This is an optimization exercise on Yosys and OpenROAD, whose aim is small area and a short achievable clock period, not a production implementation.
Function was checked by simulation only, so behaviour that the tests miss may differ from the original.

==> flow/design.v (excerpt) <==
module aes_round_top (
    input  wire         clk,
    input  wire         rst,
    input  wire         in_valid,
    input  wire [127:0] state_in,
    input  wire [127:0] round_key,
    output wire         out_valid,
    output wire [127:0] state_out
);
    reg [2:0] vld;
    always @(posedge clk) begin
        if (rst) vld <= 3'd0;
        else     vld <= {vld[1:0], in_valid};
    end
    assign out_valid = vld[2];
    wire [127:0] ark = state_in ^ round_key;
    wire [127:0] ark_q = ark;
    wire [127:0] mc;
    genvar c, i;
    generate
        for (c = 0; c < 4; c = c + 1) begin : g_col
            inv_mixcol u_mc (.x(ark_q[127 - 32*c -: 32]), .y(mc[127 - 32*c -: 32]));
        end
    endgenerate
    reg  [127:0] mc_q;
    always @(posedge clk) mc_q <= mc;
    wire [127:0] x0;
    wire [63:0] ti0;
    reg  [63:0] ti0_q;
    always @(posedge clk) ti0_q <= ti0;
    reg  [127:0] x0_q;
    always @(posedge clk) x0_q <= x0;
    wire [127:0] sb;
    generate
        for (i = 0; i < 16; i = i + 1) begin : g_sb
            sb_a u_sb_a (.y(mc_q[127 - 8*i -: 8]), .x(x0[8*i +: 8]), .ti(ti0[4*i +: 4]));
            sb_b u_sb_b (.x(x0_q[8*i +: 8]), .ti(ti0_q[4*i +: 4]), .s(sb[127 - 8*(4*(((i / 4) + (i % 4)) % 4) + (i % 4)) -: 8]));
        end
    endgenerate
    reg  [127:0] sb_q;
    always @(posedge clk) sb_q <= sb;
    assign state_out = sb_q;
endmodule
clock: 7.0 ns
lec_check: 0
cap_margin: 20
core_margin: 2
core_utilization: 50
place_density: 0.65
setup_slack_margin: 4.1
slew_margin: 20
synth_hierarchical: 1
synth_minimum_keep_size: 0
standard.sh (not shown) runs the stock make flow with config.mk's settings and CLKGATE_MAP_FILE= SYNTH_SCRIPT=/design/flow/synth_recipe.tcl, a recipe that flattens the netlist after the stock synthesis.
==> flow/flow/run.sh <==
#!/bin/bash
set -euo pipefail
export BUFFER_PORTS_ARGS="-buffer_cell sky130_fd_sc_hd__buf_2"
bash standard.sh > standard_flow.log 2>&1
The first run finished with timing, DRC and antenna clean.
==> next run, changes <==
- SETUP_SLACK_MARGIN: 4.1 -> default
Effect: Clock skew rose by 0.020 ns. Utilization falls by 4.6 points. Global-route usage grows by 1.6 points.

========
== JK ==
Another version of the RTL of aes_round_top (not shown whole).
For scale: ~4,100 cells after synthesis, roughly 640 flip-flops, roughly 40,000 um^2 of cells after synthesis.
Settings: LEC_CHECK=0, CAP_MARGIN=20, CORE_MARGIN=2, CORE_UTILIZATION=50, PLACE_DENSITY=0.65, SLEW_MARGIN=20, SYNTH_HIERARCHICAL=1, SYNTH_MINIMUM_KEEP_SIZE=0; clock period 7.0 ns.
Scripts as last shown in full above: flow/flow/run.sh
diff inputs: JK => MS
==> flow/run.sh (new file) <==
#!/bin/bash
# synth_recipe.tcl (not shown) runs the flow's synth.tcl, then flattens the netlist and writes it again
# the make line also repeats each setting of config.mk as NAME=value (left out here)
make -C /OpenROAD-flow-scripts/flow DESIGN_CONFIG=/design/flow/config.mk WORK_HOME=/design/flow/orfs CLKGATE_MAP_FILE= SYNTH_SCRIPT=/design/flow/synth_recipe.tcl finish
removed: flow/flow/run.sh
removed: flow/standard.sh
--- outcome ---
Data-path buffer share of cell area in the final layout: higher on MS
Against JK, post-placement cell area in MS rose by a few percent.
JK and MS ended up with roughly the same net total in the final layout.
Delta (MS minus JK): maximum frequency decreased 24 MHz; design area picked up an extra 4.6%; fraction of met3 tracks used by global routing now larger.

========
aes_round_top, a different RTL version from the one above (not shown whole).
Size: roughly 3,800 cells after synthesis, roughly 390 I/O pins.
Design aes_round_top, start of the top module:
module aes_round_top (
    input  wire         clk,
    input  wire         rst,
    input  wire         in_valid,
    input  wire [127:0] state_in,
    input  wire [127:0] round_key,
    output wire         out_valid,
    output wire [127:0] state_out
);
    reg [2:0] vld;
    always @(posedge clk) begin
        if (rst) vld <= 3'd0;
        else     vld <= {vld[1:0], in_valid};
    end
    assign out_valid = vld[2];
    wire [127:0] ark = state_in ^ round_key;
    wire [127:0] ark_q = ark;
    wire [127:0] mc;
    genvar c, i;
    generate
        for (c = 0; c < 4; c = c + 1) begin : g_col
            inv_mixcol u_mc (.x(ark_q[127 - 32*c -: 32]), .y(mc[127 - 32*c -: 32]));
        end
    endgenerate
    reg  [127:0] mc_q;
    always @(posedge clk) mc_q <= mc;
    wire [127:0] x0;
    wire [63:0] ti0;
    reg  [63:0] ti0_q;
    always @(posedge clk) ti0_q <= ti0;
    reg  [127:0] x0_q;
    always @(posedge clk) x0_q <= x0;
    wire [127:0] sb;
    generate
        for (i = 0; i < 16; i = i + 1) begin : g_sb
            sb_a u_sb_a (.y(mc_q[127 - 8*i -: 8]), .x(x0[8*i +: 8]), .ti(ti0[4*i +: 4]));
  ...
==> flow/config.mk <==
export PLATFORM = sky130hd
export DESIGN_NAME = aes_round_top
export DESIGN_NICKNAME = aes_round_top
export VERILOG_FILES = /design/flow/design.v
export SDC_FILE = /design/flow/constraint.sdc
export NUM_CORES = 4
export LEC_CHECK = 0
export CAP_MARGIN = 20
export CORE_MARGIN = 2
export CORE_UTILIZATION = 60
export PLACE_DENSITY = 0.75
export SETUP_SLACK_MARGIN = 4.2
export SLEW_MARGIN = 20
export SYNTH_HIERARCHICAL = 1
export SYNTH_MINIMUM_KEEP_SIZE = 0
==> flow/constraint.sdc <==
create_clock -name core_clock -period 7.0 [get_ports {clk}]
set_input_delay 1.4000 -clock core_clock [delete_from_list [all_inputs] [get_ports {clk}]]
set_output_delay 1.4000 -clock core_clock [all_outputs]
set_load 0.01 [all_outputs]
==> flow/flow/run.sh <==
#!/bin/bash
set -euo pipefail
export BUFFER_PORTS_ARGS="-buffer_cell sky130_fd_sc_hd__buf_1"
bash standard.sh > standard_flow.log 2>&1
The starting point passed the timing, design-rule and antenna checks.
Change:
--- a/flow/config.mk
+++ b/flow/config.mk
@@ -8,6 +8,6 @@
 export CAP_MARGIN = 20
 export CORE_MARGIN = 2
-export CORE_UTILIZATION = 60
-export PLACE_DENSITY = 0.75
+export CORE_UTILIZATION = 50
+export PLACE_DENSITY = 0.65
 export SETUP_SLACK_MARGIN = 4.2
 export SLEW_MARGIN = 20
Result: The new run ran to the end with no violations; design area came out higher by 1.3%; synthesized area stays the same; cell count came out higher by about 3.5%; maximum frequency came out higher by 2.2%; synthesized cell count does not change; core utilization came out lower by 11 points.
Change:
--- a/flow/config.mk
+++ b/flow/config.mk
@@ -8,6 +8,7 @@
 export CAP_MARGIN = 20
 export CORE_MARGIN = 2
-export CORE_UTILIZATION = 50
-export PLACE_DENSITY = 0.65
+export CORE_UTILIZATION = 60
+export CTS_BUF_LIST = sky130_fd_sc_hd__clkbuf_4 sky130_fd_sc_hd__clkbuf_8
+export PLACE_DENSITY = 0.75
 export SETUP_SLACK_MARGIN = 4.2
 export SLEW_MARGIN = 20
The new run produced a clean layout.
Final cell count fell by about 3%.
Worst setup slack degrades by 0.034 ns.
Clock-buffer cell count rose by 43.
Change:
--- a/flow/config.mk
+++ b/flow/config.mk
@@ -8,8 +8,7 @@
 export CAP_MARGIN = 20
 export CORE_MARGIN = 2
-export CORE_UTILIZATION = 60
-export CTS_BUF_LIST = sky130_fd_sc_hd__clkbuf_4 sky130_fd_sc_hd__clkbuf_8
-export PLACE_DENSITY = 0.75
-export SETUP_SLACK_MARGIN = 4.2
+export CORE_UTILIZATION = 50
+export PLACE_DENSITY = 0.65
+export SETUP_SLACK_MARGIN = 4.35
 export SLEW_MARGIN = 20
 export SYNTH_HIERARCHICAL = 1
Effect: The changed run completed with no timing, DRC or antenna violations. Synthesized area does not change. Setup slack gets better by 0.13 ns. Hold slack gets better by 0.016 ns.
Change:
--- a/flow/config.mk
+++ b/flow/config.mk
@@ -9,6 +9,8 @@
 export CORE_MARGIN = 2
 export CORE_UTILIZATION = 50
+export CTS_CLUSTER_DIAMETER = 100
+export CTS_CLUSTER_SIZE = 30
 export PLACE_DENSITY = 0.65
-export SETUP_SLACK_MARGIN = 4.35
+export SETUP_SLACK_MARGIN = 4.2
 export SLEW_MARGIN = 20
 export SYNTH_HIERARCHICAL = 1
Global-route usage fell by 0.91 points.
Hold slack gains 0.0053 ns.
Non-clock buffer count fell by 167.
Clock skew fell by 0.0030 ns.
Routed wire length fell by a few percent.
Design area fell by roughly a tenth.
Sequential share of layout area rose by 2.3 points.
Synthesized area is unchanged.
First-iteration DRC count rose by a few percent.
Change:
--- a/flow/config.mk
+++ b/flow/config.mk
@@ -9,8 +9,6 @@
 export CORE_MARGIN = 2
 export CORE_UTILIZATION = 50
-export CTS_CLUSTER_DIAMETER = 100
-export CTS_CLUSTER_SIZE = 30
 export PLACE_DENSITY = 0.65
-export SETUP_SLACK_MARGIN = 4.2
+export SETUP_SLACK_MARGIN = 4.05
 export SLEW_MARGIN = 20
 export SYNTH_HIERARCHICAL = 1
The new run completed with no timing, DRC or antenna violations.
Die area does not change.
Critical path depth does not change.
Clock-buffer cell count came out higher by 43.
Synthesized area is unchanged.
Sequential cell count stays the same.
Synthesized cell count stays the same.

========
Another version of the RTL of aes_round_top (not shown whole).
Size in the first run: roughly 3800 cells after synthesis, roughly 390 I/O pins, about 0.035 mm² of cells after synthesis.
clock: 7.0 ns
lec_check: 0
cap_margin: 20
core_margin: 2
core_utilization: 50
cts_cluster_diameter: 100
cts_cluster_size: 30
place_density: 0.65
setup_slack_margin: 4.2
slew_margin: 20
synth_hierarchical: 1
synth_minimum_keep_size: 0
Scripts as last shown in full above: flow/flow/run.sh
==> next run, changes <==
--- a/flow/config.mk
+++ b/flow/config.mk
@@ -9,8 +9,7 @@
 export CORE_MARGIN = 2
 export CORE_UTILIZATION = 50
-export CTS_CLUSTER_DIAMETER = 100
-export CTS_CLUSTER_SIZE = 30
+export CTS_BUF_LIST = sky130_fd_sc_hd__clkbuf_8 sky130_fd_sc_hd__clkbuf_16
 export PLACE_DENSITY = 0.65
-export SETUP_SLACK_MARGIN = 4.2
+export SETUP_SLACK_MARGIN = 4.05
 export SLEW_MARGIN = 20
 export SYNTH_HIERARCHICAL = 1
After rerunning:
- routed wire length stays flat
- die area does not change
- core utilization fell by 1.2 points
- register-to-register slack got worse by 0.07 ns
- clock skew goes down by 0.014 ns
- setup slack loses 0.083 ns
==> next run, changes <==
==> flow/run.sh (new file) <==
#!/bin/bash
# synth_recipe.tcl (not shown) runs the flow's synth.tcl, then flattens the netlist and writes it again
# the make line also repeats each setting of config.mk as NAME=value (left out here)
make -C /OpenROAD-flow-scripts/flow DESIGN_CONFIG=/design/flow/config.mk WORK_HOME=/design/flow/orfs CLKGATE_MAP_FILE= SYNTH_SCRIPT=/design/flow/synth_recipe.tcl finish
--- a/flow/config.mk
+++ b/flow/config.mk
@@ -9,7 +9,6 @@
 export CORE_MARGIN = 2
 export CORE_UTILIZATION = 50
-export CTS_BUF_LIST = sky130_fd_sc_hd__clkbuf_8 sky130_fd_sc_hd__clkbuf_16
 export PLACE_DENSITY = 0.65
-export SETUP_SLACK_MARGIN = 4.05
+export SETUP_SLACK_MARGIN = 4.0
 export SLEW_MARGIN = 20
 export SYNTH_HIERARCHICAL = 1
removed: flow/flow/run.sh
removed: flow/standard.sh
=>
- sequential share of layout area fell by 2.6 points
- final cell count goes up by 2.9%
- via count grows by 2.9%
- register-to-register slack loses 0.03 ns
- wire length is higher by 7.3%
- first-iteration DRC count increases by 20%
- setup slack is worse by 0.17 ns
- area after synthesis is unchanged
==> next run, changes <==
==> flow/flow/run.sh (new file) <==
#!/bin/bash
set -euo pipefail
export BUFFER_PORTS_ARGS="-buffer_cell sky130_fd_sc_hd__buf_2"
bash standard.sh > standard_flow.log 2>&1
==> flow/standard.sh (new file) <==
#!/bin/bash
# synth_recipe.tcl (not shown) runs the flow's synth.tcl, then flattens the netlist and writes it again
# the make line also repeats each setting of config.mk as NAME=value (left out here)
make -C /OpenROAD-flow-scripts/flow DESIGN_CONFIG=/design/flow/config.mk WORK_HOME=/design/flow/orfs CLKGATE_MAP_FILE= SYNTH_SCRIPT=/design/flow/synth_recipe.tcl "${@:-finish}"
--- a/flow/config.mk
+++ b/flow/config.mk
@@ -10,5 +10,5 @@
 export CORE_UTILIZATION = 50
 export PLACE_DENSITY = 0.65
-export SETUP_SLACK_MARGIN = 4.0
+export SETUP_SLACK_MARGIN = 4.05
 export SLEW_MARGIN = 20
 export SYNTH_HIERARCHICAL = 1
removed: flow/run.sh
After rerunning: Wire length came out lower by 7.0%; flip-flop and latch count stays the same; final cell count goes down by 3.2%; final area drops by 11%; maximum frequency increases by 3.4%.

========
Setup of trial 74:
Another version of the RTL of aes_round_top (not shown whole).
Size: roughly 450 flip-flops, about 390 I/O pins, roughly 35000 sq um of cells after synthesis.
clock: 7.0 ns
lec_check: 0
cap_margin: 20
core_margin: 2
core_utilization: 50
place_density: 0.65
slew_margin: 20
synth_hierarchical: 1
synth_minimum_keep_size: 0
run.sh (not shown) runs the stock make flow with config.mk's settings and CLKGATE_MAP_FILE= SYNTH_SCRIPT=/design/flow/synth_recipe.tcl, a recipe that flattens the netlist after the stock synthesis.
Stock flow here: none of the scripts above is used.
### trial 74 -> trial 77
# trial 74
export LEC_CHECK = 0
export CAP_MARGIN = 20
export CORE_MARGIN = 2
export CORE_UTILIZATION = 50
export PLACE_DENSITY = 0.65
export SLEW_MARGIN = 20
export SYNTH_HIERARCHICAL = 1
export SYNTH_MINIMUM_KEEP_SIZE = 0
create_clock -name core_clock -period 7.0 [get_ports {clk}]
# trial 77
export LEC_CHECK = 0
export CAP_MARGIN = 20
export CORE_MARGIN = 2
export CORE_UTILIZATION = 50
export PLACE_DENSITY = 0.65
export SETUP_SLACK_MARGIN = 4.3
export SLEW_MARGIN = 20
export SYNTH_HIERARCHICAL = 1
export SYNTH_MINIMUM_KEEP_SIZE = 0
create_clock -name core_clock -period 7.0 [get_ports {clk}]
### Flow results
Taking trial 74 over trial 77, the number of ordinary and repair buffers in the finished layout ratio works out to 0.31. Going from trial 74 to trial 77, the fraction of area in multi-input gates was found to have gone up by 1.7 points. Going from trial 74 to trial 77, fraction of the core area covered by cells at the end of the flow went up 27 points. Trial 77 vs trial 74 on via count: trial 77 is the higher one. Re synthesis-to-layout area growth: trial 77 and trial 74 aren't equal, and the lower value belongs to trial 74. When trial 77 is set beside trial 74, its net count of the finished layout turns out to be 862 larger. Going from trial 74 to trial 77, met2 wirelength from detailed routing grew by more than half. On trial 77: arrival time at the worst endpoint is 0.23 ns lower than what trial 74 gave.

========
== run a ==
RTL: one of the versions met above, not the one the previous note started from.
Size in the first run: roughly 3800 cells after synthesis, about 390 I/O pins, about 0.035 mm^2 of cells after synthesis.
==> flow/config.mk <==
export PLATFORM = sky130hd
export DESIGN_NAME = aes_round_top
export DESIGN_NICKNAME = aes_round_top
export VERILOG_FILES = /design/flow/design.v
export SDC_FILE = /design/flow/constraint.sdc
export NUM_CORES = 4
export LEC_CHECK = 0
export CAP_MARGIN = 20
export CORE_MARGIN = 2
export CORE_UTILIZATION = 50
export CTS_CLUSTER_DIAMETER = 100
export CTS_CLUSTER_SIZE = 30
export PLACE_DENSITY = 0.65
export SETUP_SLACK_MARGIN = 4.1
export SLEW_MARGIN = 20
export SYNTH_HIERARCHICAL = 1
export SYNTH_MINIMUM_KEEP_SIZE = 0
==> flow/constraint.sdc <==
create_clock -name core_clock -period 7.0 [get_ports {clk}]
set_input_delay 1.4000 -clock core_clock [delete_from_list [all_inputs] [get_ports {clk}]]
set_output_delay 1.4000 -clock core_clock [all_outputs]
set_load 0.01 [all_outputs]
standard.sh (not shown) runs the stock make flow with config.mk's settings and CLKGATE_MAP_FILE= SYNTH_SCRIPT=/design/flow/synth_recipe.tcl, a recipe that flattens the netlist after the stock synthesis.
==> flow/flow/run.sh <==
#!/bin/bash
set -euo pipefail
export BUFFER_PORTS_ARGS="-buffer_cell sky130_fd_sc_hd__buf_1"
bash standard.sh > standard_flow.log 2>&1
Input changes introduced in run b (baseline for comparison: run a):
==> flow/flow/run.sh <==
#!/bin/bash
set -euo pipefail
export BUFFER_PORTS_ARGS="-buffer_cell sky130_fd_sc_hd__buf_2"
bash standard.sh > standard_flow.log 2>&1
--- a/flow/config.mk
+++ b/flow/config.mk
@@ -11,2 +10,0 @@
-export CTS_CLUSTER_DIAMETER = 100
-export CTS_CLUSTER_SIZE = 30
@@ -14 +12 @@
-export SETUP_SLACK_MARGIN = 4.1
+export SETUP_SLACK_MARGIN = 4.2
==> run summary <==
Compared with run a, in run b critical path depth saw a decrease; post-route worst setup slack saw an increase.
Going from run a to run b, data arrival time of the critical path -0.09 ns; layout cell share with drive strength beyond 1 +15 points; count of vias placed by the detailed router +about 1.8%; synthesis-stage register bit count ~0 delta.
Sort run b and run a by final hold slack desc -> top: run a
In the tables for run b and run a, count of clock-buffer cells in the layout reads higher with run b.

-- what the ideal ports hide --
In the flow no input, the clock included, has a driving cell. The finished layouts below were timed again as built, in two steps.
Step 1 (the two cells are an assumption about what drives the block):
set clk [get_ports {clk}]
set_driving_cell -lib_cell sky130_fd_sc_hd__clkbuf_16 $clk
set_driving_cell -lib_cell sky130_fd_sc_hd__buf_2 [delete_from_list [all_inputs] $clk]
Step 2 times the ports against the registers' clock, not the clock port: input delays grow and output delays shrink by t, the midpoint of the rising clock arrivals with the driver on.
Three values: no drivers, after step 1, after step 2; two values: the first two.
| run | t, ns | slack for setup (ns) | clock arrival spread, ns | slew at the worst register clock pin (ns) |
|---|---|---|---|---|
| the first run of note 1 | 0.637 | 4.201 / 4.233 / 3.596 | 0.024 / 0.024 | 0.07 / 0.07 |
| the second run of note 1 | 0.663 | 3.305 / 3.342 / 2.679 | 0.046 / 0.046 | 0.07 / 0.07 |
| JK | 0.655 | 3.440 / 3.485 / 2.830 | 0.020 / 0.019 | 0.06 / 0.06 |
| MS | 0.660 | 3.110 / 3.147 / 2.487 | 0.020 / 0.020 | 0.06 / 0.06 |
| the first run of note 3 | 0.637 | 4.195 / 4.225 / 3.588 | 0.016 / 0.016 | 0.07 / 0.07 |
| the second run of note 3 | 0.645 | 4.256 / 4.273 / 3.650 | 0.024 / 0.024 | 0.06 / 0.06 |
| the third run of note 3 | 0.690 | 4.223 / 4.228 / 3.568 | 0.025 / 0.026 | 0.07 / 0.07 |
| the fourth run of note 3 | 0.640 | 4.352 / 4.370 / 3.736 | 0.029 / 0.028 | 0.07 / 0.07 |
| the fifth run of note 3 | 0.627 | 4.210 / 4.248 / 3.620 | 0.022 / 0.021 | 0.11 / 0.11 |
| the sixth run of note 3 | 0.641 | 4.140 / 4.179 / 3.538 | 0.017 / 0.017 | 0.07 / 0.07 |
| the first run of note 4 | 0.633 | 4.185 / 4.218 / 3.586 | 0.037 / 0.037 | 0.12 / 0.12 |
| the second run of note 4 | 0.649 | 4.101 / 4.134 / 3.485 | 0.024 / 0.023 | 0.06 / 0.06 |
| the third run of note 4 | 0.664 | 3.929 / 3.962 / 3.306 | 0.027 / 0.028 | 0.07 / 0.07 |
| the fourth run of note 4 | 0.661 | 4.031 / 4.075 / 3.414 | 0.034 / 0.034 | 0.06 / 0.06 |
| trial 74 | 0.645 | 2.562 / 2.562 / 2.262 | 0.016 / 0.016 | 0.06 / 0.06 |
| trial 77 | 0.671 | 2.819 / 2.819 / 2.819 | 0.027 / 0.027 | 0.06 / 0.06 |
| run a | 0.641 | 4.119 / 4.147 / 3.506 | 0.039 / 0.040 | 0.11 / 0.11 |
| run b | 0.657 | 4.206 / 4.245 / 3.588 | 0.040 / 0.040 | 0.07 / 0.07 |
After both steps setup and hold are still met in every run listed. The setup slack of the third run of note 3, which loses most, moves by +0.005 ns with the drivers and by -0.655 ns with both steps.
